What follows belongs to an exercise in optimizing a design on an open flow for small area; a production flow would make more cautious choices. Function was checked by simulation only, so behaviour that the tests miss may differ from the original. Power and IR drop assume default switching activity.

===== flow/flow/run.sh =====
#!/bin/bash
set -euo pipefail
export BUFFER_PORTS_ARGS="-buffer_cell sky130_fd_sc_hd__buf_1"
export CTS_ARGS="-sink_clustering_enable -repair_clock_nets -dont_use_dummy_load -buf_list sky130_fd_sc_hd__clkbuf_8"
bash standard.sh > flow_standard.log 2>&1

===== flow/standard.sh =====
#!/bin/bash
# synth_recipe.tcl (not shown) runs the flow's synth.tcl, then flattens the netlist and writes it again
# the make line also repeats each setting of config.mk as NAME=value (left out here)
make -C /OpenROAD-flow-scripts/flow DESIGN_CONFIG=/design/flow/config.mk WORK_HOME=/design/flow/orfs CLKGATE_MAP_FILE= SYNTH_SCRIPT=/design/flow/synth_recipe.tcl "${@:-finish}"

===== flow/config.mk =====
export PLATFORM = sky130hd
export DESIGN_NAME = SoC_Algorithm
export DESIGN_NICKNAME = SoC_Algorithm
export VERILOG_FILES = /design/flow/design.v
export SDC_FILE = /design/flow/constraint.sdc
export NUM_CORES = 4
export LEC_CHECK = 0
export CAP_MARGIN = 0
export CORE_MARGIN = 2
export CORE_UTILIZATION = 85
export GPL_TIMING_DRIVEN = 0
export SLEW_MARGIN = 0

===== flow/constraint.sdc =====
create_clock -name core_clock -period 36.0 [get_ports {clk}]
set_input_delay 7.2000 -clock core_clock [delete_from_list [all_inputs] [get_ports {clk}]]
set_output_delay 7.2000 -clock core_clock [all_outputs]
set_load 0.01 [all_outputs]

===== flow/design.v =====
module SoC_Algorithm (
    input clk,
    input rst_n,
    input [15:0] voltage,
    input signed [15:0] current,
    output [7:0] soc
);
function [32:0] radd;
    input [31:0] a;
    input [31:0] b;
    input ci;
    integer k;
    reg c;
    begin
        c = ci;
        for (k = 0; k < 32; k = k + 1) begin
            radd[k] = a[k] ^ b[k] ^ c;
            c = (a[k] & b[k]) | (c & (a[k] ^ b[k]));
        end
        radd[32] = c;
    end
endfunction
reg [5:0] clk_cnt;
reg [6:0] soc_voltage;
reg [24:0] qr;            
reg [4:0] qh;             
reg use_v_soc;
reg [6:0] soc_r;
reg ticked;               
reg zq;                   
reg [19:0] wk;            
reg [1:0] scy;            
wire ms_tick  = clk_cnt[5] & clk_cnt[4] & clk_cnt[0];                                             
wire dv_load  = clk_cnt[5] & ~clk_cnt[4] & clk_cnt[3] & ~clk_cnt[2] & ~clk_cnt[1] & ~clk_cnt[0];  
wire dv_en    = clk_cnt[5];                                                                       
wire lt25     = ~clk_cnt[5] & ~(clk_cnt[4] & clk_cnt[3] & (clk_cnt[2] | clk_cnt[1] | clk_cnt[0]));  
wire in2530   = ~clk_cnt[5] & clk_cnt[4] & clk_cnt[3] & ~(clk_cnt[2] & clk_cnt[1]) & (clk_cnt[2] | clk_cnt[1] | clk_cnt[0]);  
wire lt16     = ~clk_cnt[5] & ~clk_cnt[4];                                                        
wire lt24     = ~clk_cnt[5] & ~(clk_cnt[4] & clk_cnt[3]);                                         
wire at15     = lt16 & (&clk_cnt[3:0]);                                                           
wire kb       = lt16 & clk_cnt[3] & ~clk_cnt[2];                                                  
always @(posedge clk or negedge rst_n) begin
    if (!rst_n) clk_cnt <= 6'd0;
    else if (ms_tick) clk_cnt <= 6'd0;
    else clk_cnt <= clk_cnt + 6'd1;
end
wire comp = (current > 16'sd5) || (current < -16'sd5);
wire rest = (current > -16'sd5) && (current < 16'sd5);
wire [32:0] sv3 = radd({25'd0, soc_voltage}, {24'd0, soc_voltage, 1'b0}, 1'b0);
wire [32:0] sv35 = radd({20'd0, soc_voltage, 5'd0}, {23'd0, sv3[8:0]}, 1'b0);
wire [15:0] addend = rest ? {sv35[13:0], 2'b00} : current;
wire qb = (lt25 ? qr[0] : qh[0]) & ~use_v_soc & ~zq;      
wire s1  = wk[15] ^ wk[18] ^ wk[19];
wire k1  = (wk[15] & wk[18]) | (wk[19] & (wk[15] ^ wk[18]));
wire sb  = qb ^ s1 ^ scy[0];
wire k2  = (qb & s1) | (scy[0] & (qb ^ s1));
wire c0n = k1 ^ k2 ^ scy[1];
wire c1n = (k1 & k2) | (scy[1] & (k1 ^ k2));
always @(posedge clk) begin
    qr <= {(ticked & lt25) ? sb : qr[0], qr[24:1]};
    qh <= {(ticked & in2530) ? sb : qh[0], qh[4:1]};
end
always @(posedge clk or negedge rst_n) begin
    if (!rst_n) begin
        ticked <= 1'b0;
        zq <= 1'b1;
    end else if (ms_tick) begin
        ticked <= 1'b1;
        zq <= ~ticked;
    end
end
always @(posedge clk) begin
    if (ms_tick) scy <= 2'b00;
    else scy <= {c1n, c0n};
end
reg [29:0] q40, q49;
integer b;
always @(*) begin
    for (b = 0; b < 25; b = b + 1) begin
        q40[b] = qr[(b + 10) % 25];
        q49[b] = qr[(b + 1) % 25];
    end
    for (b = 25; b < 30; b = b + 1) begin
        q40[b] = qh[b % 5];
        q49[b] = qh[(b + 1) % 5];
    end
end
wire [32:0] dd = radd({21'd0, wk[19:9]}, {21'd0, 11'd1173}, 1'b0);    
wire dge = dv_en & dd[11];
integer j;
always @(posedge clk) begin
    if (ms_tick) begin
        wk[19:16] <= 4'd0;
        for (j = 0; j < 16; j = j + 1) wk[15-j] <= addend[j];
    end else if (dv_load) begin
        wk[19:2] <= {1'b0, q40[18:2]};
    end else begin
        wk[19:10] <= dge ? dd[9:0] : wk[18:9];
        wk[9:1] <= wk[8:0];
        wk[0] <= dv_en ? dge : wk[0];
    end
end
reg [18:0] xw;
reg compf;               
reg xc;                  
reg [4:1] xd;            
reg [1:0] pca;           
reg pcb;                 
reg fneg, fovf;          
wire cgb = ~(wk[15] & compf);
wire xb  = (xw[18] ^ cgb ^ xc) & lt16;
wire xcn = (xw[18] & cgb) | (xc & (xw[18] ^ cgb));
wire ta = xb;
wire tb = xd[3];
wire tc = xd[4];
wire sa1 = ta ^ tb ^ tc;
wire ka1 = (ta & tb) | (tc & (ta ^ tb));
wire pb  = sa1 ^ pca[0] ^ pca[1];
wire ka2 = (sa1 & pca[0]) | (pca[1] & (sa1 ^ pca[0]));
wire zb2 = lt16 ? kb : xw[15];
wire zb  = pb ^ zb2 ^ pcb;
wire kz  = (pb & zb2) | (pcb & (pb ^ zb2));
integer m;
always @(posedge clk) begin
    if (ms_tick) begin
        for (m = 0; m < 16; m = m + 1) xw[18-m] <= voltage[m];
        xw[2:0] <= {xw[1:0], lt24 ? pb : zb};    
        compf <= comp;
        xc <= 1'b1;
        pcb <= 1'b0;
    end else begin
        xw <= {xw[17:0], lt24 ? pb : zb};
        xc <= xcn;
        pcb <= kz;
    end
end
always @(posedge clk) begin
    xd <= {xd[3:1], xb};
    pca <= {ka1, ka2};
end
always @(posedge clk or negedge rst_n) begin
    if (!rst_n) begin
        fneg <= 1'b1;
        fovf <= 1'b0;
    end else if (at15 & ticked) begin
        fneg <= cgb & ~xcn;
        fovf <= ~cgb & xcn;
    end
end
wire [6:0] f_x = fneg ? 7'd0 : fovf ? 7'd100 : {xw[12], xw[13], xw[14], xw[15], xw[16], xw[17], xw[18]};
wire q_big = (|q49[28:19]) | wk[7] | (wk[6] & wk[5] & (wk[4] | wk[3] | wk[2]));
wire [6:0] q_soc = q49[29] ? 7'd0 : q_big ? 7'd100 : wk[6:0];
always @(posedge clk or negedge rst_n) begin
    if (!rst_n) begin
        soc_voltage <= 7'd0;
        use_v_soc <= 1'b1;
        soc_r <= 7'd0;
    end else if (ms_tick) begin
        soc_voltage <= f_x;
        use_v_soc <= rest;
        soc_r <= use_v_soc ? soc_voltage : q_soc;
    end
end
assign soc = {1'b0, soc_r};
endmodule

==> results.json, run 1 <==
{
  "status": "finished clean",
  "synth_flop_cell": "dfxtp_1",
  "wire_per_inst_um": 24.95,
  "synth.area.top_cells": "dfxtp_1, dfrtp_1, fa_1",
  "p_leak_nw": 2.196,
  "start_util": 0.8670,
  "area_delta_synth_final_pct": 8.300,
  "worst_slew_pin_slew_ns": 0.6970,
  "cts_buffers": 9,
  "hold_path_depth": 0,
  "cp_max_fo": 10,
  "syn_area_per_cell_um2": 10.07,
  "insertion_delay_ns": 0.39,
  "grtUsageTotal": 0.5416,
  "setup_viol": 0,
  "drt_first_iter_violations": 832,
  "drive_above_1_share": 0.07453,
  "syn-cell-area_um2": 4372,
  "synth-xor-area-share": 0.006010,
  "multiInputGateArea_um2": 1881,
  "period_needed_ns": 8.824,
  "hold_violations": 0,
  "io_buffers": 40,
  "grt_pass1_vias": 4001,
  "nNetsFinal": 550,
  "dr.pass1.iters": 10,
  "synthMuxAreaShare": 0.04865,
  "drv_cap": 0,
  "hold_ws_ns": 0.3205,
  "hp-class": "flip-flop to flip-flop",
  "synth_top_family_by_area": "simple AND/OR/NAND/NOR gates",
  "finalCritPeriodShare": 0.2451,
  "seq_area_frac_synth": 0.5172,
  "ios": 42,
  "synth_fa_ha_area_frac": 0.1145,
  "fill_cells": 158,
  "grt_overflow": 0,
  "whs_endpoint": "qr[9]$_DFF_P_",
  "ctsHoldBuffers": 0,
  "cts_tree": "done",
  "grt_pass1_wl_mm": 21.42,
  "worstSetupPathType": "input port to flip-flop",
  "antenna_found_initial": 1,
  "yosys.area.top_type": "dfxtp_1",
  "postSynthCellCount": 434,
  "synth_top_area_share": 0.3526,
  "slew_headroom": 0.5318,
  "regArea_um2": 2261,
  "cts.clk_slew.worst_paths_ns": 0.09,
  "die_h_um": 75.72,
  "clockBufferDepth": 2,
  "antenna-diode-count": 0,
  "drc": 0,
  "ctsHtreeMaxLevel": 3,
  "hold_path.startpoint": "qr[10]$_DFF_P_",
  "power.density_nw_per_um2": 38.43,
  "yosys_warnings": 1,
  "placed_cell_area_um2": 4609,
  "cts-resized-gates": 0,
  "vias": 4057,
  "synth_compound_area_frac": 0.1085,
  "ir_drop_v": 0.00004271,
  "finalClockSkew_ns": 0.02644,
  "rr_endpoint": "wk[2]$_DFF_P_",
  "clock_sinks": 105,
  "synth_edf_count": 3,
  "place_congestion": 1.040,
  "start_kind": "input port",
  "post_cts_buffers": 0,
  "fp-row-count": 26,
  "endpoint_kind": "flip-flop",
  "async_reset_ff_frac": 0.2381,
  "max_freq_ghz": 0.1133,
  "drt_wl_total_mm": 13.80,
  "rsz0062_at_grt": "false",
  "cts-root-buf": "clkbuf_8",
  "r2r_slack_ns": 31.04,
  "dp_hpwl_mm": 8.048,
  "r2r_cells": 18,
  "drv_slew": 0,
  "ys_types": 46,
  "design_area_um2": 4735,
  "worst_ep_required_time_ns": 36.23,
  "ant_nets": 0,
  "viasPerCell": 7.336,
  "r2r_start": "soc_voltage[1]$_DFFE_PN0P_",
  "die-area_um2": 5733,
  "core_area_um2": 5042,
  "grt_max_degree": 26,
  "syn_nets": 499,
  "crit_arrival_ns": 9.05,
  "synthSimpleGateAreaFrac": 0.1517,
  "fin_setup_tns_ns": 0,
  "ys_ff_latch": 105,
  "die_w_um": 75.72
}
Yosys cell counts, drive strengths merged (3+ instances only):
library cell,n
nor3,4
nor4,5
inv,37
dfxtp,77
ha,16
a21oi,18
and2,5
nand4,6
nand2,73
fa,15
dfrtp,22
buf,14
a221oi,13
clkbuf,4
o21ai,25
nand3,9
nor2,31
o22ai,7
dfstp,3
edfxtp,3
mux2i,19
logic make-up (layout without fill, tap and decap cells):
logic type               Yosys count  in the layout
AO/OA/AOI/OAI                     74             74
adder cells (fa/ha/maj)           31             31
multiplexers                      21             21
XOR/XNOR                           3              3
buffers and inverters             55            104
flip-flops                       105            105
AND/OR/NAND/NOR                  144            144
other                              1              1
cells in the final DEF, fill, tap and decap left out, types with 13 or more instances in the layout:
cell      count
mux2i_1      19
dfxtp_1      77
buf_1        41
ha_1         16
nor2_1       31
fa_1         15
o21ai_0      24
inv_1        37
nand2_1      71
dfrtp_1      22
a21oi_1      18
a221oi_1     13
registers in the layout, summed over array words and instances, names as in the netlist:
signal,cells
qr,25
wk,20
xw,19
soc_r,7
soc_voltage,7
clk_cnt,6
qh,5
xd,4
pca,2
scy,2
compf,1
fneg,1
fovf,1
pcb,1
ticked,1
use_v_soc,1
xc,1
zq,1
report_power, final:
| group | switching, mW | internal, mW | leakage [nW] |
|---|---|---|---|
| sequential | 0.00000156 | 0.117 | 1.00 |
| clock | 0.0363 | 0.0225 | 0.0647 |
| combinational | 0.00385 | 0.00209 | 1.13 |
| total | 0.0401 | 0.142 | 2.20 |
layout make-up:
class,instances,area share
buffer,18,0.01929
timing repair buffer,40,0.03198
inverter,37,0.02933
clock buffer,9,0.02616
sequential,105,0.4775
multi-input combinational,274,0.3972
tap,70,0.01850
worst max-delay path by stage:
stage / slack (ns) / end / from
final: 27.18 / wk[12]$_DFF_P_ / current[15]
after global routing: 27.26 / wk[1]$_DFFE_PP_ / current[15]
after detailed placement: 27.11 / wk[1]$_DFFE_PP_ / current[15]
after CTS: 27.40 / wk[12]$_DFF_P_ / current[15]
after floorplan: 27.53 / wk[1]$_DFFE_PP_ / current[13]
after global placement: 27.13 / wk[1]$_DFFE_PP_ / current[15]
through the flow:
step	std cells	power (mW)	util	setup WS, ns
CTS	553	0.1799	0.9387	27.40
global route	553	0.1847	0.9390	27.26
global placement	544	0.1246	0.9141	27.13
floorplan	434	0.1221	-	27.53
detailed placement	544	0.1249	0.9141	27.11
finish	553	0.1819	0.9390	27.18
critical path: stages:
cell and delay (ns):
buf_1 0.24, nand4_1 0.21, nor4_4 0.48, nand2_2 0.26, a221oi_1 0.55, a21oi_1 0.11
per-layer routing:
layer	part of all wire	vias up	track usage
met4	0.092	2	0.3860
met2	0.46	460	0.8135
met1	0.32	1858	0.5705
li1	-	1558	-
met5	0.0013	-	0.01852
met3	0.13	179	0.3069
==> run 2, diff against run 1 <==
--- a/flow/config.mk
+++ b/flow/config.mk
@@ -7,6 +7,5 @@
 export LEC_CHECK = 0
 export CAP_MARGIN = 0
 export CORE_MARGIN = 2
-export CORE_UTILIZATION = 85
-export GPL_TIMING_DRIVEN = 0
+export CORE_UTILIZATION = 60
 export SLEW_MARGIN = 0
==> run 2 against run 1 <==
  * Still clean on timing, DRC and antenna
  * Sequential share of layout area increased by 0.27 points
  * Wire length decreased by 37%
  * Via count decreased by 24%
  * Count of clock-buffer cells in the layout unchanged
  * Synthesized cell count unchanged
  * Design area decreased by 0.55%
  * Worst hold slack got worse by 0.0056 ns
  * Die area increased by 39%
  * Area after synthesis unchanged
  * Largest power group unchanged
  * Highest routed layer is now met4
==> results.json, run 2 <==
{
  "dr.pass1.iters": 4,
  "insertion_delay_ns": 0.37,
  "hold_violations": 0,
  "drt_first_iter_violations": 139,
  "async_reset_ff_frac": 0.2381,
  "yosysMostFrequentCell": "dfxtp_1",
  "clockBufferDepth": 2,
  "nNetsFinal": 536,
  "ctsHtreeMaxLevel": 3,
  "fp-row-count": 31,
  "endpoint_kind": "flip-flop",
  "dp_hpwl_mm": 6.315,
  "drive_above_1_share": 0.05757,
  "cts-root-buf": "clkbuf_8",
  "cts_tree": "done",
  "p_leak_nw": 2.164,
  "place_congestion": 0.8684,
  "core_area_um2": 7137,
  "antenna_found_initial": 0,
  "synth.area.top_cells": "dfxtp_1, dfrtp_1, fa_1",
  "wire_per_inst_um": 15.31,
  "post_cts_buffers": 0,
  "die_h_um": 89.36,
  "fill_cells": 641,
  "rsz0062_at_grt": "false",
  "ios": 42,
  "worst_ep_required_time_ns": 36.09,
  "postSynthCellCount": 434,
  "cts.clk_slew.worst_paths_ns": 0.10,
  "yosys_warnings": 1,
  "final_common_cell": "dfxtp_1",
  "hp-class": "flip-flop to flip-flop",
  "worst_slew_pin_slew_ns": 0.6064,
  "seq_area_frac_synth": 0.5172,
  "die-area_um2": 7985,
  "crit_arrival_ns": 8.60,
  "viasPerCell": 5.405,
  "ys_types": 46,
  "top_regs": "qr (25), wk (20), xw (19)",
  "syn-cell-area_um2": 4372,
  "placed_cell_area_um2": 4584,
  "total_power_uw": 179.2,
  "layout_common_cells": "dfxtp_1, nand2_1, buf_1",
  "die_w_um": 89.36,
  "start_util": 0.6126,
  "grt_max_degree": 50,
  "finalClockSkew_ns": 0.02705,
  "period_needed_ns": 8.501,
  "ant_nets": 0,
  "drv_slew": 0,
  "start_kind": "input port",
  "io_buffers": 40,
  "ctsHoldBuffers": 0,
  "clock_sinks": 105,
  "cts-resized-gates": 0,
  "largest-register": "qr",
  "synth_top_area_share": 0.3526,
  "power.density_nw_per_um2": 38.05,
  "cts_buffers": 9,
  "cp_max_fo": 10,
  "setup_viol": 0,
  "synth_commonest_cells": "dfxtp_1, nand2_1, inv_1",
  "ys_ff_latch": 105,
  "synth_flop_cell": "dfxtp_1",
  "antenna-diode-count": 0,
  "drc": 0,
  "grt_overflow": 0,
  "yosys.area.top_type": "dfxtp_1",
  "syn_nets": 499,
  "grt_pass1_wl_mm": 14.10,
  "syn_area_per_cell_um2": 10.07,
  "grtUsageTotal": 0.2376,
  "drv_cap": 0,
  "drt_wl_total_mm": 8.695,
  "fin_setup_tns_ns": 0,
  "grt_pass1_vias": 2855,
  "ir_drop_v": 0.00002892,
  "synth_edf_count": 3,
  "worstSetupPathType": "input port to flip-flop",
  "finalCritPeriodShare": 0.2361,
  "slew_headroom": 0.5926,
  "max_freq_ghz": 0.1176,
  "design_area_um2": 4708,
  "largest_reg_flops": 25,
  "area_delta_synth_final_pct": 7.699,
  "vias": 3070,
  "status": "finished clean"
}
[run 2: cell type report]
class	instances	area (um2)	area share
Clock buffer	9	123.9	0.02631
Inverter	37	138.9	0.02950
Multi-Input combinational cell	274	1881	0.3994
Sequential cell	105	2261	0.4802
Tap cell	99	123.9	0.02631
Timing Repair Buffer	44	180.2	0.03827
[run 2: worst paths after layout]
kind	startpoint	endpoint	slack (ns)	cells past startpoint
worst max-delay path	current[15]	wk[1]$_DFFE_PP_	27.50	6
worst min-delay path	xw[0]$_DFF_P_	xw[1]$_DFF_P_	0.31	0
worst max register to register	soc_voltage[0]$_DFFE_PN0P_	wk[1]$_DFFE_PP_	31.41	18
worst min register to register	xw[0]$_DFF_P_	xw[1]$_DFF_P_	0.31	0
max in group asynchronous	rst_n	zq$_DFFE_PN1P_	28.87	2
min in group asynchronous	rst_n	soc_r[0]$_DFFE_PN0P_	6.83	2
[run 2: logic make-up after synthesis]
kind of cell | share of synthesized area
compound gates | 0.1085
xor+xnor | 0.006011
fa+ha+maj | 0.1145
buf+inv | 0.05266
flops | 0.5172
mux | 0.04865
other cells | 0.0008578
simple gates | 0.1517
[run 2: where the power goes]
| part | switching (mW) | internal, mW | total [mW] |
|---|---|---|---|
| Combinational | 0.00292 | 0.00207 | 0.00499 |
| Sequential | 0.00000116 | 0.117 | 0.117 |
| Clock | 0.0345 | 0.0225 | 0.0570 |
| Total | 0.0374 | 0.142 | 0.179 |
[run 2: metal layers]
metal / vias up / global-route usage / share of wire
met1: 1459 / 0.3194 / 0.46
met2: 75 / 0.3778 / 0.47
met4: 0 / 0.06242 / 0.0085
met3: 9 / 0.07202 / 0.054
met5: - / 0 / 0
li1: 1527 / - / -
[run 2: metrics by stage]
stage               hold slack (ns)  setup slack [ns]  instances    util
CTS                          0.3203             27.51        568  0.6597
finish                       0.3150             27.50        568  0.6597
global route                 0.3218             27.43        568  0.6597
floorplan                    0.3096             27.53        434       -
global placement             0.3095             27.19        559  0.6424
detailed placement           0.3121             27.13        559  0.6424
[run 2: critical path: stages]
cell      delay, ns
buf_1          0.17
nand4_1        0.17
nor4_4         0.40
nand2_2        0.23
a221oi_1       0.34
nor2_1         0.08
==> run 3, diff against run 2 <==
--- a/flow/config.mk
+++ b/flow/config.mk
@@ -7,5 +7,5 @@
 export LEC_CHECK = 0
 export CAP_MARGIN = 0
 export CORE_MARGIN = 2
-export CORE_UTILIZATION = 60
+export CORE_UTILIZATION = 75
 export SLEW_MARGIN = 0
==> run 3 against run 2 <==
  * Non-clock buffer count did not move
  * Still clean
  * Highest routed layer unchanged
  * Clock skew decreased by 0.0065 ns
  * Global-route usage up 6.0 points
  * Clock power is 2% lower
==> results.json, run 3 <==
{
  "status": "finished clean",
  "layout_common_cells": "dfxtp_1, nand2_1, buf_1",
  "start_kind": "input port",
  "ir_drop_v": 0.00004229,
  "core_area_um2": 5574,
  "synth_top_area_share": 0.3526,
  "fin_setup_tns_ns": 0,
  "final_cells": 541,
  "dr.pass1.iters": 4,
  "clockBufferDepth": 2,
  "rsz0062_at_grt": "false",
  "synth_compound_area_frac": 0.1085,
  "hold_violations": 0,
  "crit_buf_inv": 1,
  "cts_tree": "done",
  "drt_wl_total_mm": 8.822,
  "syn_area_per_cell_um2": 10.07,
  "max_freq_ghz": 0.1176,
  "start_util": 0.7843,
  "cts-resized-gates": 0,
  "dp_hpwl_mm": 6.560,
  "period_needed_ns": 8.504,
  "worst_ep_required_time_ns": 36.08,
  "top_regs": "qr (25), wk (20), xw (19)",
  "critPathMaxStageDelay_ns": 0.40,
  "cp_slowest_cell": "nor4_4",
  "viasPerCell": 5.885,
  "cts.clk_slew.worst_paths_ns": 0.09,
  "yosys_warnings": 1,
  "ys_ff_latch": 105,
  "drv_slew": 0,
  "syn_nets": 499,
  "grt_overflow": 0,
  "power.density_nw_per_um2": 38.15,
  "finalCritPeriodShare": 0.2362,
  "vias": 3184,
  "area_delta_synth_final_pct": 6.926,
  "synthSimpleGateAreaFrac": 0.1517,
  "fp-row-count": 27,
  "final_common_cell": "dfxtp_1",
  "slew_headroom": 0.5977,
  "async_reset_ff_frac": 0.2381,
  "synth_edf_count": 3,
  "die_w_um": 80.35,
  "synth-xor-area-share": 0.006010,
  "placedCellCount": 532,
  "setup_viol": 0,
  "synthMuxAreaShare": 0.04865,
  "worstSetupPathType": "input port to flip-flop",
  "drv_cap": 0,
  "place_congestion": 0.9399,
  "synth.area.top_cells": "dfxtp_1, dfrtp_1, fa_1",
  "ys_types": 46,
  "die-area_um2": 6455,
  "endpoint_kind": "flip-flop",
  "antenna-diode-count": 0,
  "ctsHtreeMaxLevel": 3,
  "crit_arrival_ns": 8.58,
  "worst_slew_pin_slew_ns": 0.5989,
  "die_h_um": 80.35,
  "synth_fa_ha_area_frac": 0.1145,
  "drc": 0,
  "drive_above_1_share": 0.05757,
  "largest_reg_flops": 25,
  "antenna_found_initial": 0,
  "cts-root-buf": "clkbuf_8",
  "yosysMostFrequentCell": "dfxtp_1",
  "wire_per_inst_um": 16.31,
  "p_leak_nw": 2.164,
  "drt_first_iter_violations": 240,
  "grtUsageTotal": 0.2977,
  "synth_top_family_by_area": "simple AND/OR/NAND/NOR gates",
  "largest-register": "qr",
  "yosys.area.top_type": "dfxtp_1",
  "seq_area_frac_synth": 0.5172,
  "insertion_delay_ns": 0.35,
  "crit_family": "simple AND/OR/NAND/NOR gates",
  "io_buffers": 40,
  "grt_pass1_vias": 3093,
  "grt_pass1_wl_mm": 14.35,
  "cp_cell_sequence": "buf_1 -> nand4_1 -> nor4_4 -> nand2_2 -> a221oi_1 -> nor2_1",
  "synth_flop_cell": "dfxtp_1",
  "nNetsFinal": 536,
  "finalClockSkew_ns": 0.02058,
  "ctsHoldBuffers": 0,
  "synth_commonest_cells": "dfxtp_1, nand2_1, inv_1",
  "clock_sinks": 105,
  "ios": 42,
  "grt_max_degree": 52,
  "hp-class": "flip-flop to flip-flop",
  "cp_max_fo": 10,
  "syn-cell-area_um2": 4372,
  "postSynthCellCount": 434,
  "cts_buffers": 9,
  "post_cts_buffers": 0,
  "ant_nets": 0
}
## run 3: cell counts after synthesis
No cell type changed its count.
## run 3: worst paths after layout
check	from	end	slack [ns]	depth (start not counted)
max	current[15]	wk[1]$_DFFE_PP_	27.50	6
min	qr[9]$_DFF_P_	qr[8]$_DFF_P_	0.32	0
max reg2reg	soc_voltage[1]$_DFFE_PN0P_	wk[2]$_DFF_P_	31.26	18
min reg2reg	qr[9]$_DFF_P_	qr[8]$_DFF_P_	0.32	0
max in group asynchronous	rst_n	fneg$_DFFE_PN1P_	28.87	2
min in group asynchronous	rst_n	soc_r[0]$_DFFE_PN0P_	6.81	2
## run 3: report_power, final
part	leakage (nW)	switching (mW)	internal, mW
registers	1.00	0.00000124	0.117
logic	1.10	0.00295	0.00207
clock network	0.0647	0.0336	0.0225
## run 3: area by class of cell
type	instances	area, um2
repair buffers	44	180.2
multi-input cells	274	1881
fillers	328	899.6
clock buffers	9	123.9
well taps	72	90.09
inverters	37	138.9
flip-flops and latches	105	2261
## run 3: stage by stage
stage          total power, mW  setup WS [ns]  area (um2)    util  hold WS [ns]
6_report                0.1783          27.50        4674  0.8386        0.3211
5_1_grt                 0.1838          27.41        4674  0.8386        0.3209
4_1_cts                 0.1789          27.55        4674  0.8386        0.3227
3_5_place_dp            0.1248          27.18        4551  0.8164        0.3128
3_3_place_gp            0.1246          27.24        4551  0.8164        0.3114
2_1_floorplan           0.1221          27.53        4372       -        0.3096
## run 3: cell families (layout without fill, tap and decap cells)
group / Yosys count / count (layout)
XOR/XNOR: 3 / 3
other: 1 / 1
AO/OA/AOI/OAI: 74 / 74
flip-flops: 105 / 105
adder cells (fa/ha/maj): 31 / 31
AND/OR/NAND/NOR: 144 / 144
buffers and inverters: 55 / 90
multiplexers: 21 / 21
## run 3: metal layers
layer	GRT usage	part of all wire	wire [um]	vias up
met5	0	0	0	-
met4	0.08814	0.014	120	0
met3	0.06517	0.061	539	13
met2	0.5075	0.49	4339	112
met1	0.3825	0.43	3822	1531
li1	-	-	-	1528
==> run 4, diff against run 3 <==
--- a/flow/config.mk
+++ b/flow/config.mk
@@ -7,5 +7,5 @@
 export LEC_CHECK = 0
 export CAP_MARGIN = 0
 export CORE_MARGIN = 2
-export CORE_UTILIZATION = 75
+export CORE_UTILIZATION = 70
 export SLEW_MARGIN = 0
==> run 4 against run 3 <==
  * Still clean on timing, DRC and antenna
  * Clock power grew 0.9%
  * Utilization shrank 5.8 points
  * Worst hold slack lost 0.0074 ns
  * Register-to-register slack gained 0.07 ns
  * Via count shrank 2.1%
  * First-iteration DRC count grew 13%
  * Combinational power shrank 2%
  * Synthesized cell count is the same
  * Design area is essentially flat
  * Global-route usage shrank 3.3 points
  * Wire length shrank 4.8%
  * Flip-flop and latch count is the same
  * Largest power group unchanged
==> results.json, run 4 <==
{
  "ios": 42,
  "ys_types": 46,
  "grtUsageTotal": 0.2647,
  "status": "finished clean",
  "synth_top_area_share": 0.3526,
  "clockBufferDepth": 2,
  "seq_area_frac_synth": 0.5172,
  "p_leak_nw": 2.164,
  "post_cts_buffers": 0,
  "vias": 3116,
  "cts-resized-gates": 0,
  "ctsHoldBuffers": 0,
  "core_area_um2": 5991,
  "syn_nets": 499,
  "die_h_um": 83.03,
  "synth_edf_count": 3,
  "place_congestion": 0.8742,
  "synth.area.top_cells": "dfxtp_1, dfrtp_1, fa_1",
  "drv_cap": 0,
  "die-area_um2": 6893,
  "io_buffers": 40,
  "yosys.area.top_type": "dfxtp_1",
  "die_w_um": 83.03,
  "area_delta_synth_final_pct": 7.012,
  "grt_max_degree": 50,
  "regArea_um2": 2261,
  "antenna-diode-count": 0,
  "hp-class": "flip-flop to flip-flop",
  "multiInputGateArea_um2": 1881,
  "dp_hpwl_mm": 6.023,
  "crit_arrival_ns": 8.53,
  "finalClockSkew_ns": 0.01967,
  "setup_viol": 0,
  "synth_flop_cell": "dfxtp_1",
  "final_common_cell": "dfxtp_1",
  "cts.clk_slew.worst_paths_ns": 0.09,
  "drt_first_iter_violations": 271,
  "cp_max_fo": 10,
  "ant_nets": 0,
  "grt_overflow": 0,
  "drt_wl_total_mm": 8.396,
  "antenna_found_initial": 0,
  "drive_above_1_share": 0.05757,
  "layout_common_cells": "dfxtp_1, nand2_1, buf_1",
  "yosys_warnings": 1,
  "syn-cell-area_um2": 4372,
  "worst_slew_pin_slew_ns": 0.6220,
  "slew_headroom": 0.5838,
  "period_needed_ns": 8.437,
  "syn_area_per_cell_um2": 10.07,
  "finalCritPeriodShare": 0.2344,
  "start_util": 0.7297,
  "largest_reg_flops": 25,
  "max_freq_ghz": 0.1185,
  "fin_util": 0.7809,
  "viasPerCell": 5.728,
  "grt_pass1_wl_mm": 14.61,
  "dr.pass1.iters": 5,
  "drc": 0,
  "insertion_delay_ns": 0.36,
  "largest-register": "qr",
  "endpoint_kind": "flip-flop",
  "wire_per_inst_um": 15.43,
  "fp-row-count": 28,
  "postSynthCellCount": 434,
  "power.density_nw_per_um2": 38.21,
  "cts-root-buf": "clkbuf_8",
  "drv_slew": 0,
  "cts_tree": "done",
  "placed_cell_area_um2": 4554,
  "rsz0062_at_grt": "false",
  "clock_sinks": 105,
  "ir_drop_v": 0.00003498,
  "start_kind": "input port",
  "worst_ep_required_time_ns": 36.09,
  "fill_cells": 410,
  "fin_setup_tns_ns": 0,
  "synth_commonest_cells": "dfxtp_1, nand2_1, inv_1",
  "top_regs": "qr (25), wk (20), xw (19)",
  "grt_pass1_vias": 3083,
  "ctsHtreeMaxLevel": 3,
  "nNetsFinal": 536,
  "design_area_um2": 4678,
  "cts_buffers": 9,
  "async_reset_ff_frac": 0.2381,
  "yosysMostFrequentCell": "dfxtp_1",
  "worstSetupPathType": "input port to flip-flop",
  "hold_violations": 0,
  "ys_ff_latch": 105
}
run 4: cell counts in the layout (fill, tap and decap cells not counted):
Identical to the previous run, type by type.
run 4: final timing paths:
path / slack, ns / start / cells after the start / endpoint
max: 27.56 / current[15] / 6 / wk[1]$_DFFE_PP_
min: 0.31 / qr[8]$_DFF_P_ / 0 / qr[7]$_DFF_P_
max reg2reg: 31.33 / soc_voltage[1]$_DFFE_PN0P_ / 18 / wk[2]$_DFF_P_
min reg2reg: 0.31 / qr[8]$_DFF_P_ / 0 / qr[7]$_DFF_P_
max in group asynchronous: 28.88 / rst_n / 2 / use_v_soc$_DFFE_PN1P_
min in group asynchronous: 6.81 / rst_n / 2 / fovf$_DFFE_PN0P_
run 4: logic make-up after synthesis:
logic type	Yosys count	synth area share
xor gates and xnor gates	3	0.006011
DFF	105	0.5172
and+or+nand+nor	144	0.1517
adders and majority gates	31	0.1145
AOI/OAI and AO/OA	74	0.1085
muxes	21	0.04865
other	1	0.0008578
buffers and inverters	55	0.05266
run 4: where the power goes:
group / leakage [nW] / internal, mW / switching, mW / total [mW]
combinational: 1.10 / 0.00207 / 0.00287 / 0.00494
clock: 0.0647 / 0.0225 / 0.0341 / 0.0566
sequential: 1.00 / 0.117 / 0.00000120 / 0.117
total: 2.16 / 0.142 / 0.0370 / 0.179
run 4: cell type report:
| type | count | area share |
|---|---|---|
| Clock buffer | 9 | 0.02648 |
| Sequential cell | 105 | 0.4833 |
| Tap cell | 75 | 0.02006 |
| Timing Repair Buffer | 44 | 0.03851 |
| Inverter | 37 | 0.02969 |
| Multi-Input combinational cell | 274 | 0.4020 |
run 4: critical path: stages:
cell and delay [ns]:
buf_1 0.17, nand4_1 0.17, nor4_4 0.39, nand2_2 0.19, a221oi_1 0.33, nor2_1 0.08
run 4: per-stage QoR:
| step | std cells | total power [mW] | hold slack (ns) | worst slack, ns |
|---|---|---|---|---|
| finish | 544 | 0.1787 | 0.3138 | 27.56 |
| CTS | 544 | 0.1796 | 0.3135 | 27.59 |
| floorplan | 434 | 0.1221 | 0.3096 | 27.53 |
| global route | 544 | 0.1858 | 0.3358 | 27.45 |
| global placement | 535 | 0.1246 | 0.3098 | 27.23 |
| detailed placement | 535 | 0.1247 | 0.3147 | 27.22 |
run 4: layer usage:
layer / vias up / part of all wire / GRT usage
met1: 1494 / 0.44 / 0.3619
met4: 0 / 0.013 / 0.07004
li1: 1527 / - / -
met5: - / 0 / 0
met3: 12 / 0.056 / 0.06064
met2: 83 / 0.49 / 0.4304
==> run 5, diff against run 4 <==
==> flow/flow/run.sh (replaced) <==
#!/bin/bash
# The standard layout (standard.sh), with three changes:
# - synthesis: synth_recipe.tcl unchanged, except that ABC maps with the
#   area-oriented script flow/abc_area.script instead of ORFS's speed script,
#   and full/half adders are left to ABC (ADDER_MAP_FILE empty);
# - the port buffers are made of the smallest buffer cell (buf_1);
# - the clock tree uses clkbuf_8 and no dummy loads.
# Each tool's output is kept in the logs under orfs/logs and in flow_own.log.
set -euo pipefail
HERE=$(pwd)
{
  echo "proc abc {args} {"
  echo "  set i [lsearch \$args -script]"
  echo "  if {\$i >= 0} { lset args [expr {\$i + 1}] $HERE/flow/abc_area.script }"
  echo "  yosys abc {*}\$args"
  echo "}"
  cat synth_recipe.tcl
} > own_synth.tcl
sed -e "s#SYNTH_SCRIPT=[^ ]*synth_recipe.tcl#SYNTH_SCRIPT=$HERE/own_synth.tcl ADDER_MAP_FILE=#" standard.sh > own.sh
grep -q "own_synth.tcl ADDER_MAP_FILE=" own.sh
export BUFFER_PORTS_ARGS="-buffer_cell sky130_fd_sc_hd__buf_1"
export CTS_ARGS="-sink_clustering_enable -repair_clock_nets -dont_use_dummy_load -buf_list sky130_fd_sc_hd__clkbuf_8"
bash own.sh > flow_own.log 2>&1
==> flow/flow/abc_area.script (new file) <==
&get -n
&deepsyn -T 30
&put
dch -f
amap
topo
strash
dch
amap
topo
--- a/flow/config.mk
+++ b/flow/config.mk
@@ -8,4 +8,5 @@
 export CAP_MARGIN = 0
 export CORE_MARGIN = 2
 export CORE_UTILIZATION = 70
+export GPL_TIMING_DRIVEN = 0
 export SLEW_MARGIN = 0
==> run 5 against run 4 <==
  * Final cell count grew 1.5%
  * Still clean on timing, DRC and antenna
  * Highest routed layer unchanged
  * Non-clock buffer count shrank 1
  * Sequential power grew 8%
  * Design area decreased by 7.1%
  * Combinational power rose to 3.0 times the previous value
  * Via count grew 9.0%
  * Largest power group unchanged
  * Critical path depth rose by 3
  * Utilization is 1.3 points higher
  * Critical path type unchanged
  * Register-to-register slack better by 0.33 ns
==> results.json, run 5 <==
{
  "cp_cell_sequence": "buf_1 -> or4_1 -> a2111oi_0 -> a41oi_1 -> nor3_1 -> nor2_1 -> clkinv_1 -> o22ai_1 -> a2111oi_0",
  "yosysMostFrequentCell": "dfxtp_1",
  "hold_violations": 0,
  "drt_wl_total_mm": 8.891,
  "drv_slew": 0,
  "fin_setup_tns_ns": 0,
  "power_frac_comb": 0.075,
  "seq_area_frac_synth": 0.5727,
  "power.density_nw_per_um2": 45.24,
  "clockBufferDepth": 2,
  "dp_hpwl_mm": 6.523,
  "hold_path_depth": 0,
  "whs_endpoint": "xd[2]$_DFF_P_",
  "hold_path.startpoint": "xd[1]$_DFF_P_",
  "status": "finished clean",
  "place_congestion": 0.9385,
  "hp-class": "flip-flop to flip-flop",
  "ant_nets": 0,
  "largest_reg_flops": 25,
  "start_kind": "input port",
  "finalCritPeriodShare": 0.2813,
  "cp_max_fo": 13,
  "antenna-diode-count": 0,
  "fp-row-count": 27,
  "cp_common_cell": "a2111oi_0",
  "grtUsageTotal": 0.2996,
  "largest-register": "qr",
  "ios": 42,
  "r2r_slack_ns": 31.66,
  "p_leak_nw": 1.675,
  "drv_cap": 0,
  "grt_pass1_wl_mm": 14.27,
  "antenna_found_initial": 0,
  "nNetsFinal": 516,
  "setup_viol": 0,
  "insertion_delay_ns": 0.37,
  "syn_nets": 463,
  "yosys_warnings": 1,
  "power_frac_seq": 0.639,
  "critPathMaxStageDelay_ns": 0.73,
  "synth.area.top_cells": "dfxtp_1, dfrtp_1, nor2_1",
  "grt_pass1_vias": 3053,
  "post_cts_buffers": 0,
  "crit_buf_inv": 2,
  "worst_ep_required_time_ns": 36.20,
  "placedCellCount": 543,
  "intPower_uw": 152.2,
  "die-area_um2": 6256,
  "final_common_cell": "dfxtp_1",
  "postSynthCellCount": 429,
  "crit_arrival_ns": 10.32,
  "total_power_uw": 196.6,
  "drc": 0,
  "grt_overflow": 0,
  "core_area_um2": 5473,
  "io_buffers": 40,
  "start_util": 0.7213,
  "cts_buffers": 9,
  "die_w_um": 79.10,
  "layout_common_cells": "dfxtp_1, nor2_1, clkinv_1",
  "synth_flop_cell": "dfxtp_1",
  "drive_above_1_share": 0.03750,
  "synth_edf_count": 3,
  "syn_area_per_cell_um2": 9.202,
  "endpoint_kind": "flip-flop",
  "cts_tree": "done",
  "clock_sinks": 105,
  "worstSetupPathType": "input port to flip-flop",
  "top_regs": "qr (25), wk (20), xw (19)",
  "slew_headroom": 0.2834,
  "yosys.area.top_type": "dfxtp_1",
  "ir_drop_v": 0.00003707,
  "r2r_start": "clk_cnt[5]$_DFF_PN0_",
  "ctsHtreeMaxLevel": 3,
  "cts-root-buf": "clkbuf_8",
  "synth_top_area_share": 0.3905,
  "synth_commonest_cells": "dfxtp_1, nor2_1, clkinv_1",
  "r2r_cells": 8,
  "switchingPower_uw": 44.43,
  "cp_slowest_cell": "nor3_1",
  "p_sw_frac": 0.2260,
  "cts.clk_slew.worst_paths_ns": 0.09,
  "syn-cell-area_um2": 3948,
  "area_delta_synth_final_pct": 10.08,
  "rr_endpoint": "wk[5]$_DFF_P_",
  "period_needed_ns": 10.13,
  "worst_slew_pin_slew_ns": 1.069,
  "vias": 3395,
  "max_freq_ghz": 0.09876,
  "drt_first_iter_violations": 288,
  "viasPerCell": 6.150,
  "cts-resized-gates": 0,
  "dr.pass1.iters": 7,
  "ys_types": 39,
  "wire_per_inst_um": 16.11,
  "async_reset_ff_frac": 0.2381,
  "die_h_um": 79.10,
  "ctsHoldBuffers": 0,
  "grt_max_degree": 34,
  "ys_ff_latch": 105,
  "final_cells": 552,
  "crit_family": "simple AND/OR/NAND/NOR gates",
  "rsz0062_at_grt": "false",
  "power.share.clock": 0.286,
  "finalClockSkew_ns": 0.03173
}
==> run 5: changes by cell type after synthesis, sizes merged, moves of 15 or more <==
cell,delta
nor2,+43
mux2i,-19
fa,-15
nand2,-43
clkinv,+42
inv,-37
ha,-16
nor3,+15
==> run 5: worst max path at each step <==
stage	from	end	slack, ns	depth (start not counted)
floorplan	current[8]	wk[2]$_DFF_P_	26.53	7
global placement	current[1]	wk[5]$_DFF_P_	25.53	12
CTS	current[8]	wk[5]$_DFF_P_	25.95	9
global route	current[1]	wk[5]$_DFF_P_	25.71	12
finish	current[8]	wk[5]$_DFF_P_	25.87	9
detailed placement	current[8]	wk[5]$_DFF_P_	25.60	9
==> run 5: kinds of logic after synthesis <==
kind of cell / after synthesis / share of synthesized area
simple gates: 153 / 0.1677
other cells: 1 / 0.0009500
flops: 105 / 0.5727
compound gates: 126 / 0.2146
buf+inv: 43 / 0.04184
xor+xnor: 1 / 0.002219
==> run 5: through the flow <==
stage	setup slack, ns	cell area, um2	hold WS [ns]	util
after CTS	25.95	4344	0.3366	0.7938
after detailed placement	25.60	4220	0.3153	0.7711
after global routing	25.71	4345	0.3342	0.7940
after global placement	25.53	4188	0.3118	0.7652
final	25.87	4345	0.3347	0.7940
after floorplan	26.53	3948	0.3096	-
==> run 5: power by group through the flow <==
stage	clock (mW)	combinational (mW)	sequential, mW
2_1_floorplan	0	0.0103	0.127
3_3_place_gp	0	0.0139	0.128
3_5_place_dp	0	0.0146	0.128
4_1_cts	0.0568	0.0147	0.126
5_1_grt	0.0613	0.0164	0.126
6_report	0.0563	0.0147	0.126
==> run 5: area by class of cell <==
type                            count  area [um2]
Timing Repair Buffer               42       173.9
Fill cell                         369        1127
Tap cell                           72       90.09
Buffer                              1       7.507
Sequential cell                   105        2261
Clock buffer                        9       123.9
Inverter                           42       157.7
Multi-Input combinational cell    281        1531
==> run 5: layer usage <==
layer  vias up  global-route usage  part of all wire
met5         -                   0                 0
met4         0             0.09655             0.014
met3        16             0.07045             0.075
met2       162              0.4890              0.48
met1      1583              0.3985              0.43
li1       1634                   -                 -
==> run 5: worst reg2reg max path, delay by kind of cell, from the launching register on <==
| family | cells | cell delay (ns) |
|---|---|---|
| AOI/OAI and AO/OA | 2 | 0.34 |
| buffers and inverters | 4 | 1.64 |
| DFF | 1 | 0.50 |
| and+or+nand+nor | 2 | 1.72 |
==> run 6, diff against run 5 <==
--- a/flow/config.mk
+++ b/flow/config.mk
@@ -8,5 +8,4 @@
 export CAP_MARGIN = 0
 export CORE_MARGIN = 2
 export CORE_UTILIZATION = 70
-export GPL_TIMING_DRIVEN = 0
 export SLEW_MARGIN = 0
==> run 6 against run 5 <==
  * Global-route usage up 2.9 points
  * Die area did not move
  * Power grew 0.72%
  * Clock power grew 1%
  * Critical path type unchanged
  * Design area is 0.14% lower
  * Synthesized cell count is the same
  * Largest cell class unchanged
==> results.json, run 6 <==
{
  "cts-root-buf": "clkbuf_8",
  "area_delta_synth_final_pct": 9.921,
  "finalClockSkew_ns": 0.02972,
  "worst_slew_pin_slew_ns": 0.8464,
  "antenna_found_initial": 0,
  "finalCritPeriodShare": 0.2715,
  "drt_first_iter_violations": 315,
  "r2r_start": "soc_voltage[0]$_DFFE_PN0P_",
  "nNetsFinal": 517,
  "viasPerCell": 6.304,
  "hold_ws_ns": 0.3305,
  "drt_wl_total_mm": 9.570,
  "ctsHoldBuffers": 0,
  "syn_nets": 463,
  "ys_ff_latch": 105,
  "placedCellCount": 544,
  "cp_cell_sequence": "buf_1 -> clkinv_1 -> o21ai_0 -> nand3_1 -> o31a_1 -> a21oi_1 -> nand2_1 -> nor3_1 -> nor2_1 -> clkinv_1 -> o22ai_1 -> a2111oi_0",
  "crit_buf_inv": 3,
  "syn_area_per_cell_um2": 9.202,
  "cp_max_fo": 13,
  "crit_arrival_ns": 10.01,
  "fp-row-count": 27,
  "clock_sinks": 105,
  "cts_buffers": 9,
  "synth_flop_cell": "dfxtp_1",
  "clockBufferDepth": 2,
  "critPathMaxStageDelay_ns": 0.64,
  "crit_start": "current[2]",
  "yosysMostFrequentCell": "dfxtp_1",
  "layout_common_cells": "dfxtp_1, nor2_1, clkinv_1",
  "final_common_cell": "dfxtp_1",
  "top_regs": "qr (25), wk (20), xw (19)",
  "cp_slowest_cell": "nor3_1",
  "grt_pass1_vias": 3303,
  "max_freq_ghz": 0.1023,
  "worstSetupPathType": "input port to flip-flop",
  "pre_cts_slack_ns": 25.91,
  "largest-register": "qr",
  "async_reset_ff_frac": 0.2381,
  "post_cts_buffers": 0,
  "hp-class": "flip-flop to flip-flop",
  "drc": 0,
  "start_util": 0.7213,
  "vias": 3486,
  "period_needed_ns": 9.773,
  "core_area_um2": 5473,
  "largest_reg_flops": 25,
  "fin_setup_tns_ns": 0,
  "hold_path.startpoint": "qr[10]$_DFF_P_",
  "antenna-diode-count": 0,
  "syn-cell-area_um2": 3948,
  "yosys_warnings": 1,
  "ys_types": 39,
  "die_h_um": 79.10,
  "worst_ep_required_time_ns": 36.24,
  "place_congestion": 0.9105,
  "power.density_nw_per_um2": 45.63,
  "fin_util": 0.7929,
  "ctsHtreeMaxLevel": 3,
  "cts_tree": "done",
  "drive_above_1_share": 0.03534,
  "ir_drop_v": 0.00004266,
  "total_power_uw": 198.0,
  "rsz0062_at_grt": "false",
  "setup_slack_ns": 26.23,
  "cts-resized-gates": 0,
  "cts.clk_slew.worst_paths_ns": 0.08,
  "die-area_um2": 6256,
  "grt_pass1_wl_mm": 15.64,
  "crit_family": "simple AND/OR/NAND/NOR gates",
  "dp_hpwl_mm": 6.829,
  "insertion_delay_ns": 0.37,
  "cp_common_cell": "clkinv_1",
  "endpoint_kind": "flip-flop",
  "hold_violations": 0,
  "yosys.area.top_type": "dfxtp_1",
  "slew_headroom": 0.4336,
  "design_area_um2": 4339,
  "setup_viol": 0,
  "status": "finished clean",
  "synth_top_area_share": 0.3905,
  "wire_per_inst_um": 17.31,
  "grtUsageTotal": 0.3291,
  "ios": 42,
  "synth.area.top_cells": "dfxtp_1, dfrtp_1, nor2_1",
  "die_w_um": 79.10,
  "drv_slew": 0,
  "drv_cap": 0,
  "io_buffers": 40,
  "grt_max_degree": 39,
  "postSynthCellCount": 429,
  "synth_commonest_cells": "dfxtp_1, nor2_1, clkinv_1",
  "final_cells": 553,
  "dr.pass1.iters": 5,
  "ant_nets": 0,
  "synth_edf_count": 3,
  "grt_overflow": 0,
  "p_leak_nw": 1.674,
  "seq_area_frac_synth": 0.5727,
  "placed_cell_area_um2": 4215,
  "start_kind": "input port"
}
[run 6: changes by cell type in the layout (fill, tap and decap cells not counted)]
cell,previous run,this run
buf_4,1,4
buf_6,2,0
buf_1,39,40
clkbuf_2,1,0
nor3_1,17,18
nor3_2,2,1
[run 6: worst paths after layout]
| check | endpoint | slack [ns] | cells after the start |
|---|---|---|---|
| max in group asynchronous | use_v_soc$_DFFE_PN1P_ | 28.88 | 2 |
| worst max register to register | wk[1]$_DFFE_PP_ | 32.17 | 19 |
| worst min-delay path | qr[9]$_DFF_P_ | 0.33 | 0 |
| min in group asynchronous | soc_voltage[4]$_DFFE_PN0P_ | 6.82 | 2 |
| worst max-delay path | wk[5]$_DFF_P_ | 26.23 | 12 |
| worst min register to register | qr[9]$_DFF_P_ | 0.33 | 0 |
[run 6: cell families (layout without fill, tap and decap cells)]
kind of cell / after synthesis / after routing / share of synthesized area
AND/OR/NAND/NOR: 153 / 153 / 0.1677
buffers and inverters: 43 / 95 / 0.04184
other: 1 / 1 / 0.0009500
flip-flops: 105 / 105 / 0.5727
XOR/XNOR: 1 / 1 / 0.002219
AO/OA/AOI/OAI: 126 / 126 / 0.2146
[run 6: worst reg2reg max path, delay by kind of cell (launching register included)]
family	cells	cell delay, ns
flip-flops	1	0.38
AO/OA/AOI/OAI	7	1.25
buffers and inverters	1	0.20
AND/OR/NAND/NOR	11	1.85
[run 6: layout make-up]
| cell class | count | area (um2) |
|---|---|---|
| clock buffers | 9 | 123.9 |
| fillers | 380 | 1134 |
| inverters | 42 | 157.7 |
| multi-input cells | 281 | 1526 |
| flip-flops and latches | 105 | 2261 |
| well taps | 72 | 90.09 |
| repair buffers | 44 | 180.2 |
[run 6: power by group]
part           switching (mW)  internal (mW)
registers             0.00235          0.123
logic                 0.00897        0.00632
clock network          0.0345         0.0225
[run 6: layer usage]
metal / track usage / up-vias / share of wire
met5: 0 / - / 0
met4: 0.09138 / 0 / 0.015
met3: 0.07500 / 20 / 0.081
met2: 0.5483 / 199 / 0.50
met1: 0.4356 / 1630 / 0.40
li1: - / 1637 / -
==> run 7, diff against run 6 <==
--- a/flow/design.v
+++ b/flow/design.v
@@ -26,7 +26,6 @@
 reg [4:0] qh;             
 reg use_v_soc;
 reg [6:0] soc_r;
-reg ticked;               
 reg zq;                   
 reg [19:0] wk;            
 reg [1:0] scy;            
@@ -49,25 +48,21 @@
 wire [32:0] sv3 = radd({25'd0, soc_voltage}, {24'd0, soc_voltage, 1'b0}, 1'b0);
 wire [32:0] sv35 = radd({20'd0, soc_voltage, 5'd0}, {23'd0, sv3[8:0]}, 1'b0);
 wire [15:0] addend = rest ? {sv35[13:0], 2'b00} : current;
-wire qb = (lt25 ? qr[0] : qh[0]) & ~use_v_soc & ~zq;      
+wire qb = (lt25 ? qr[0] : qh[0]) & ~use_v_soc;      
 wire s1  = wk[15] ^ wk[18] ^ wk[19];
 wire k1  = (wk[15] & wk[18]) | (wk[19] & (wk[15] ^ wk[18]));
 wire sb  = qb ^ s1 ^ scy[0];
 wire k2  = (qb & s1) | (scy[0] & (qb ^ s1));
 wire c0n = k1 ^ k2 ^ scy[1];
 wire c1n = (k1 & k2) | (scy[1] & (k1 ^ k2));
+wire qin = sb & ~zq;
 always @(posedge clk) begin
-    qr <= {(ticked & lt25) ? sb : qr[0], qr[24:1]};
-    qh <= {(ticked & in2530) ? sb : qh[0], qh[4:1]};
+    qr <= {lt25 ? qin : qr[0], qr[24:1]};
+    qh <= {in2530 ? qin : qh[0], qh[4:1]};
 end
 always @(posedge clk or negedge rst_n) begin
-    if (!rst_n) begin
-        ticked <= 1'b0;
-        zq <= 1'b1;
-    end else if (ms_tick) begin
-        ticked <= 1'b1;
-        zq <= ~ticked;
-    end
+    if (!rst_n) zq <= 1'b1;
+    else if (dv_en) zq <= 1'b0;
 end
 always @(posedge clk) begin
     if (ms_tick) scy <= 2'b00;
@@ -142,7 +137,7 @@
     if (!rst_n) begin
         fneg <= 1'b1;
         fovf <= 1'b0;
-    end else if (at15 & ticked) begin
+    end else if (at15 & ~zq) begin
         fneg <= cgb & ~xcn;
         fovf <= ~cgb & xcn;
     end
==> run 7 against run 6 <==
  * Count of clock-buffer cells in the layout is the same
  * Fmax rose by 3.9%
  * Synthesized cell count fell by 2.1%
  * Utilization down 0.52 points
  * Global-route usage shrank 2.9 points
  * Non-clock buffer count is the same
  * Clock power decreased by 2%
  * Die area fell by 1.3%
  * Clock skew fell by 0.0070 ns
  * Register-to-register slack better by 0.48 ns
  * Largest cell class unchanged
  * Highest routed layer unchanged
==> results.json, run 7 <==
{
  "power.density_nw_per_um2": 60.68,
  "post_cts_buffers": 0,
  "worst_ep_required_time_ns": 36.22,
  "synth_commonest_cells": "dfxtp_1, nor2_1, clkinv_1",
  "wire_per_inst_um": 15.93,
  "syn_nets": 454,
  "yosys_warnings": 1,
  "clockBufferDepth": 2,
  "drv_slew": 0,
  "cts_tree": "done",
  "fp-row-count": 27,
  "grt_max_degree": 33,
  "drive_above_1_share": 0.03602,
  "async_reset_ff_frac": 0.2308,
  "crit_arrival_ns": 9.62,
  "start_util": 0.7154,
  "drt_first_iter_violations": 331,
  "power_frac_seq": 0.632,
  "place_congestion": 0.9564,
  "setup_viol": 0,
  "core_area_um2": 5439,
  "finalClockSkew_ns": 0.02269,
  "grt_pass1_wl_mm": 14.21,
  "fin_setup_tns_ns": 0,
  "p_sw_frac": 0.2942,
  "p_leak_nw": 1.636,
  "gr-usage-met1": 0.3841,
  "ys_types": 42,
  "synth.area.top_cells": "dfxtp_1, dfrtp_1, nor2_1",
  "dp_hpwl_mm": 6.323,
  "ys_ff_latch": 104,
  "finalCritPeriodShare": 0.2612,
  "area_delta_synth_final_pct": 10.10,
  "rsz0062_at_grt": "false",
  "grt_use_met3": 0.07471,
  "antenna_found_initial": 0,
  "yosys.area.top_type": "dfxtp_1",
  "syn_area_per_cell_um2": 9.265,
  "intPower_uw": 183.5,
  "vias": 3301,
  "insertion_delay_ns": 0.36,
  "setup_slack_ns": 26.60,
  "endpoint_kind": "flip-flop",
  "power.share.clock": 0.215,
  "dr.pass1.iters": 5,
  "pre_cts_slack_ns": 26.32,
  "viasPerCell": 6.068,
  "synth_top_area_share": 0.3961,
  "clock_sinks": 104,
  "die_h_um": 78.56,
  "top_regs": "qr (25), wk (20), xw (19)",
  "cts_buffers": 9,
  "hp-class": "flip-flop to flip-flop",
  "drv_cap": 0,
  "largest_reg_flops": 25,
  "antenna-diode-count": 0,
  "synth_edf_count": 3,
  "power_frac_comb": 0.153,
  "status": "finished clean",
  "slew_headroom": 0.3914,
  "max_freq_ghz": 0.1063,
  "grt_overflow": 0,
  "seq_area_frac_synth": 0.5746,
  "largest-register": "qr",
  "cts-resized-gates": 0,
  "hold_violations": 0,
  "cts.clk_slew.worst_paths_ns": 0.09,
  "ir_drop_v": 0.00003388,
  "drc": 0,
  "switchingPower_uw": 76.49,
  "yosysMostFrequentCell": "dfxtp_1",
  "io_buffers": 40,
  "period_needed_ns": 9.405,
  "start_kind": "input port",
  "cts-root-buf": "clkbuf_8",
  "cp_max_fo": 9,
  "nNetsFinal": 508,
  "worstSetupPathType": "input port to flip-flop",
  "ctsHtreeMaxLevel": 3,
  "drt_wl_total_mm": 8.666,
  "ios": 42,
  "grt.busiest_layer": "met2",
  "worst_slew_pin_slew_ns": 0.9095,
  "final_common_cell": "dfxtp_1",
  "die_w_um": 78.56,
  "grtUsageTotal": 0.3002,
  "hold_ws_ns": 0.3342,
  "synth_flop_cell": "dfxtp_1",
  "die-area_um2": 6172,
  "grt_pass1_vias": 3126,
  "use_met2": 0.4940,
  "syn-cell-area_um2": 3891,
  "ctsHoldBuffers": 0,
  "postSynthCellCount": 420,
  "layout_common_cells": "dfxtp_1, nor2_1, clkinv_1",
  "ant_nets": 0
}
run 7: cell count changes after synthesis, sizes merged, moves of 3 or more:
| cell | before | now |
|---|---|---|
| nor2 | 74 | 65 |
| nor3 | 19 | 10 |
| a2111oi | 5 | 1 |
| o21ai | 28 | 32 |
| a222oi | 6 | 3 |
| nor4 | 3 | 6 |
| o22ai | 9 | 12 |
run 7: per-stage QoR:
step             util  power [mW]  area [um2]  instances
2_1_floorplan       -      0.1904        3891        420
3_5_place_dp   0.7649      0.2047        4160        535
4_1_cts        0.7877      0.2599        4284        544
5_1_grt        0.7877      0.2739        4284        544
6_report       0.7877      0.2600        4284        544
3_3_place_gp   0.7649      0.2036        4160        535
run 7: critical path, stage by stage:
cell      delay [ns]
buf_1           0.14
nand3_1         0.09
or4_1           0.54
o21ai_0         0.31
nand3b_1        0.18
a21oi_1         0.33
nor2_1          0.25
a222oi_1        0.40
o311ai_0        0.18
run 7: logic make-up (layout without fill, tap and decap cells):
logic type | Yosys count | count (layout) | share of synthesized area
compound gates | 131 | 131 | 0.2228
xor+xnor | 1 | 1 | 0.002251
buf+inv | 44 | 96 | 0.04341
flops | 104 | 104 | 0.5746
other cells | 1 | 1 | 0.0009637
simple gates | 139 | 139 | 0.1560
run 7: power groups by stage:
stage          combinational [mW]  clock, mW  sequential (mW)
2_1_floorplan              0.0313          0            0.159
3_3_place_gp               0.0376          0            0.166
3_5_place_dp               0.0390          0            0.166
4_1_cts                    0.0395     0.0566            0.164
5_1_grt                    0.0452     0.0611            0.167
6_report                   0.0397     0.0558            0.164
run 7: area by class of cell:
cell class	count	area, um2
flip-flops and latches	104	2236
clock buffers	9	123.9
fillers	392	1155
well taps	72	90.09
inverters	43	161.4
multi-input cells	272	1493
repair buffers	44	180.2
run 7: final timing paths:
kind	from	endpoint	slack [ns]	depth (start not counted)
setup / recovery	current[14]	wk[2]$_DFF_P_	26.60	9
hold reg to reg	xw[1]$_DFF_P_	xw[2]$_DFF_P_	0.33	0
setup reg to reg	soc_voltage[0]$_DFFE_PN0P_	wk[3]$_DFF_P_	32.65	21
max in group asynchronous	rst_n	zq$_DFFE_PN1P_	28.91	2
hold / removal	xw[1]$_DFF_P_	xw[2]$_DFF_P_	0.33	0
min in group asynchronous	rst_n	soc_voltage[0]$_DFFE_PN0P_	6.80	2
run 7: metal layers:
layer	part of all wire	vias up
met4	0.023	0
met1	0.44	1531
met2	0.47	145
li1	-	1603
met5	0	-
met3	0.068	22
==> run 8, diff against run 7 <==
--- a/flow/design.v
+++ b/flow/design.v
@@ -45,24 +45,34 @@
 end
 wire comp = (current > 16'sd5) || (current < -16'sd5);
 wire rest = (current > -16'sd5) && (current < 16'sd5);
-wire [32:0] sv3 = radd({25'd0, soc_voltage}, {24'd0, soc_voltage, 1'b0}, 1'b0);
-wire [32:0] sv35 = radd({20'd0, soc_voltage, 5'd0}, {23'd0, sv3[8:0]}, 1'b0);
-wire [15:0] addend = rest ? {sv35[13:0], 2'b00} : current;
-wire qb = (lt25 ? qr[0] : qh[0]) & ~use_v_soc;      
-wire s1  = wk[15] ^ wk[18] ^ wk[19];
-wire k1  = (wk[15] & wk[18]) | (wk[19] & (wk[15] ^ wk[18]));
+reg [15:0] wk_ld;
+integer n;
+always @(*) begin
+    for (n = 0; n < 16; n = n + 1)
+        wk_ld[n] = rest ? ((n >= 2 && n <= 8) ? soc_voltage[(8 - n) % 7] : 1'b0) : current[15 - n];
+end
+wire p2 = ~clk_cnt[5] ? (clk_cnt[4] & clk_cnt[3] & (clk_cnt[2] | clk_cnt[1] | clk_cnt[0]))      
+                      : ~clk_cnt[4] & ~(clk_cnt[3] & clk_cnt[2] & clk_cnt[1]);                    
+wire u    = use_v_soc;
+wire up2  = u & p2;
+wire qb = ((lt25 | u) ? qr[0] : qh[0]) & ~(u & lt25);
+wire qta = wk[15];
+wire qtb = u ? (wk[14] | (p2 & qr[1])) : wk[18];
+wire qtc = wk[19] | (up2 & qr[4]);
+wire s1  = qta ^ qtb ^ qtc;
+wire k1  = (qta & qtb) | (qtc & (qta ^ qtb));
 wire sb  = qb ^ s1 ^ scy[0];
 wire k2  = (qb & s1) | (scy[0] & (qb ^ s1));
 wire c0n = k1 ^ k2 ^ scy[1];
 wire c1n = (k1 & k2) | (scy[1] & (k1 ^ k2));
 wire qin = sb & ~zq;
 always @(posedge clk) begin
-    qr <= {lt25 ? qin : qr[0], qr[24:1]};
-    qh <= {in2530 ? qin : qh[0], qh[4:1]};
+    qr <= {(lt25 | up2) ? qin : qr[0], qr[24:1]};
+    qh <= {in2530 ? (qin & ~u) : qh[0], qh[4:1]};
 end
 always @(posedge clk or negedge rst_n) begin
     if (!rst_n) zq <= 1'b1;
-    else if (dv_en) zq <= 1'b0;
+    else if (ms_tick) zq <= 1'b0;
 end
 always @(posedge clk) begin
     if (ms_tick) scy <= 2'b00;
@@ -85,9 +95,8 @@
 integer j;
 always @(posedge clk) begin
     if (ms_tick) begin
-        wk[19:16] <= 4'd0;
-        for (j = 0; j < 16; j = j + 1) wk[15-j] <= addend[j];
-    end else if (dv_load) begin
+        wk <= {4'd0, wk_ld};
+    end else if (dv_load & ~use_v_soc) begin
         wk[19:2] <= {1'b0, q40[18:2]};
     end else begin
         wk[19:10] <= dge ? dd[9:0] : wk[18:9];
==> run 8 against run 7 <==
  * Still clean
  * Clock skew up 0.0013 ns
  * Sequential power down 8%
  * Fmax rose by 0.91%
  * Power down 11%
  * Largest cell class unchanged
==> results.json, run 8 <==
{
  "placed_cell_area_um2": 3995,
  "post_cts_buffers": 0,
  "postSynthCellCount": 396,
  "setup_viol": 0,
  "syn_area_per_cell_um2": 9.444,
  "hold_violations": 0,
  "wire_per_inst_um": 15.55,
  "antenna_found_initial": 0,
  "synth_commonest_cells": "dfxtp_1, clkinv_1, nor2_1",
  "grtUsageTotal": 0.2948,
  "dr.pass1.iters": 5,
  "finalClockSkew_ns": 0.02398,
  "synth_fa_ha_area_frac": 0,
  "clock_sinks": 104,
  "yosys.area.top_type": "dfxtp_1",
  "synth_top_area_share": 0.4122,
  "p_leak_nw": 1.569,
  "power_frac_seq": 0.653,
  "endpoint_kind": "flip-flop",
  "fin_util": 0.8014,
  "largest-register": "qr",
  "grt_pass1_wl_mm": 13.72,
  "worst_ep_required_time_ns": 36.26,
  "synth_compound_area_frac": 0.1880,
  "synthSimpleGateAreaFrac": 0.1579,
  "ys_types": 36,
  "total_power_uw": 230.9,
  "place_congestion": 0.8933,
  "syn-cell-area_um2": 3740,
  "fp-row-count": 26,
  "ctsHtreeMaxLevel": 3,
  "power.density_nw_per_um2": 56.05,
  "ios": 42,
  "switchingPower_uw": 58.32,
  "io_buffers": 40,
  "synthMuxAreaShare": 0,
  "intPower_uw": 172.6,
  "drv_slew": 0,
  "viasPerCell": 5.930,
  "nNetsFinal": 483,
  "drive_above_1_share": 0.03579,
  "grt_pass1_vias": 3018,
  "synth_edf_count": 3,
  "cts_tree": "done",
  "cts-root-buf": "clkbuf_8",
  "r2r_slack_ns": 33.05,
  "top_regs": "qr (25), wk (20), xw (19)",
  "core_area_um2": 5140,
  "design_area_um2": 4119,
  "largest_reg_flops": 25,
  "drt_wl_total_mm": 8.041,
  "rsz0062_at_grt": "false",
  "fill_cells": 382,
  "ys_ff_latch": 104,
  "yosys_warnings": 1,
  "grt_overflow": 0,
  "cts_buffers": 9,
  "die_w_um": 77.10,
  "cts.clk_slew.worst_paths_ns": 0.10,
  "layout_common_cells": "dfxtp_1, clkinv_1, nor2_1",
  "max_freq_ghz": 0.1073,
  "start_util": 0.7276,
  "placedCellCount": 508,
  "p_sw_frac": 0.2526,
  "power_frac_comb": 0.106,
  "synth.area.top_cells": "dfxtp_1, dfrtp_1, clkinv_1",
  "antenna-diode-count": 0,
  "area_delta_synth_final_pct": 10.14,
  "synth-xor-area-share": 0,
  "seq_area_frac_synth": 0.5979,
  "cts-resized-gates": 0,
  "vias": 3066,
  "syn_nets": 430,
  "die-area_um2": 5944,
  "cp_max_fo": 15,
  "finalCritPeriodShare": 0.2589,
  "hp-class": "flip-flop to flip-flop",
  "ctsHoldBuffers": 0,
  "start_kind": "input port",
  "fin_setup_tns_ns": 0,
  "final_common_cell": "dfxtp_1",
  "insertion_delay_ns": 0.37,
  "ant_nets": 0,
  "dp_hpwl_mm": 5.834,
  "drv_cap": 0,
  "clockBufferDepth": 2,
  "async_reset_ff_frac": 0.2308,
  "synth_top_family_by_area": "compound AO/OA/AOI/OAI gates",
  "period_needed_ns": 9.320,
  "ir_drop_v": 0.00004856,
  "grt_max_degree": 37,
  "worstSetupPathType": "input port to flip-flop",
  "crit_arrival_ns": 9.58,
  "drt_first_iter_violations": 212,
  "synth_flop_cell": "dfxtp_1",
  "status": "finished clean",
  "drc": 0,
  "die_h_um": 77.10,
  "power.share.clock": 0.242,
  "yosysMostFrequentCell": "dfxtp_1",
  "final_cells": 517,
  "worst_slew_pin_slew_ns": 0.8059,
  "slew_headroom": 0.4594
}
-- run 8: final timing paths --
check | from | to | depth (start not counted)
worst max-delay path | current[11] | wk[14]$_DFF_P_ | 9
worst min-delay path | xw[1]$_DFF_P_ | xw[2]$_DFF_P_ | 0
worst max register to register | clk_cnt[4]$_DFF_PN0_ | wk[14]$_DFF_P_ | 9
worst min register to register | xw[1]$_DFF_P_ | xw[2]$_DFF_P_ | 0
max in group asynchronous | rst_n | use_v_soc$_DFFE_PN1P_ | 2
min in group asynchronous | rst_n | fovf$_DFFE_PN0P_ | 2
-- run 8: metrics by stage --
stage | setup WS [ns] | hold slack [ns]
global placement | 26.51 | 0.3135
detailed placement | 26.36 | 0.3150
finish | 26.68 | 0.3364
global route | 26.49 | 0.3455
CTS | 26.77 | 0.3353
floorplan | 26.91 | 0.3096
-- run 8: per-layer routing --
layer  up-vias  wire (um)  part of all wire  track usage
li1       1490          -                 -            -
met1      1454       3458              0.43       0.3777
met2       109       3996              0.50       0.4921
met3        13        482             0.060      0.06706
met4         0        104             0.013       0.1089
met5         -          0                 0            0
-- run 8: critical path: stages --
cell     delay, ns
buf_1         0.14
nand4_1       0.11
or2_0         0.24
or4_1         0.50
o21ai_0       0.28
or2_0         0.64
o21ai_0       0.20
a31oi_1       0.18
o21ai_0       0.09
-- run 8: logic make-up (layout without fill, tap and decap cells) --
| family | after synthesis | after routing |
|---|---|---|
| AO/OA/AOI/OAI | 105 | 105 |
| buffers and inverters | 54 | 105 |
| flip-flops | 104 | 104 |
| other | 1 | 1 |
| AND/OR/NAND/NOR | 132 | 132 |
-- run 8: area by class of cell --
| type | count | area, um2 | area share |
|---|---|---|---|
| flip-flops and latches | 104 | 2236 | 0.5428 |
| clock buffers | 9 | 123.9 | 0.03007 |
| inverters | 53 | 198.9 | 0.04830 |
| multi-input cells | 238 | 1300 | 0.3156 |
| repair buffers | 43 | 172.7 | 0.04192 |
| well taps | 70 | 87.58 | 0.02126 |
-- run 8: power groups by stage --
stage / Combinational (mW) / Sequential [mW] / Clock (mW)
after global routing: 0.0278 / 0.153 / 0.0607
after detailed placement: 0.0241 / 0.153 / 0
after floorplan: 0.0179 / 0.149 / 0
final: 0.0244 / 0.151 / 0.0558
after CTS: 0.0243 / 0.151 / 0.0567
after global placement: 0.0229 / 0.152 / 0

Check on run 8: ideal ports give 26.680 ns setup slack; a clkbuf_16 on the clock port and buf_2 on the inputs give 26.687 ns; moving port delays by the midpoint clock arrival (0.386 ns) as well gives 26.302 ns.
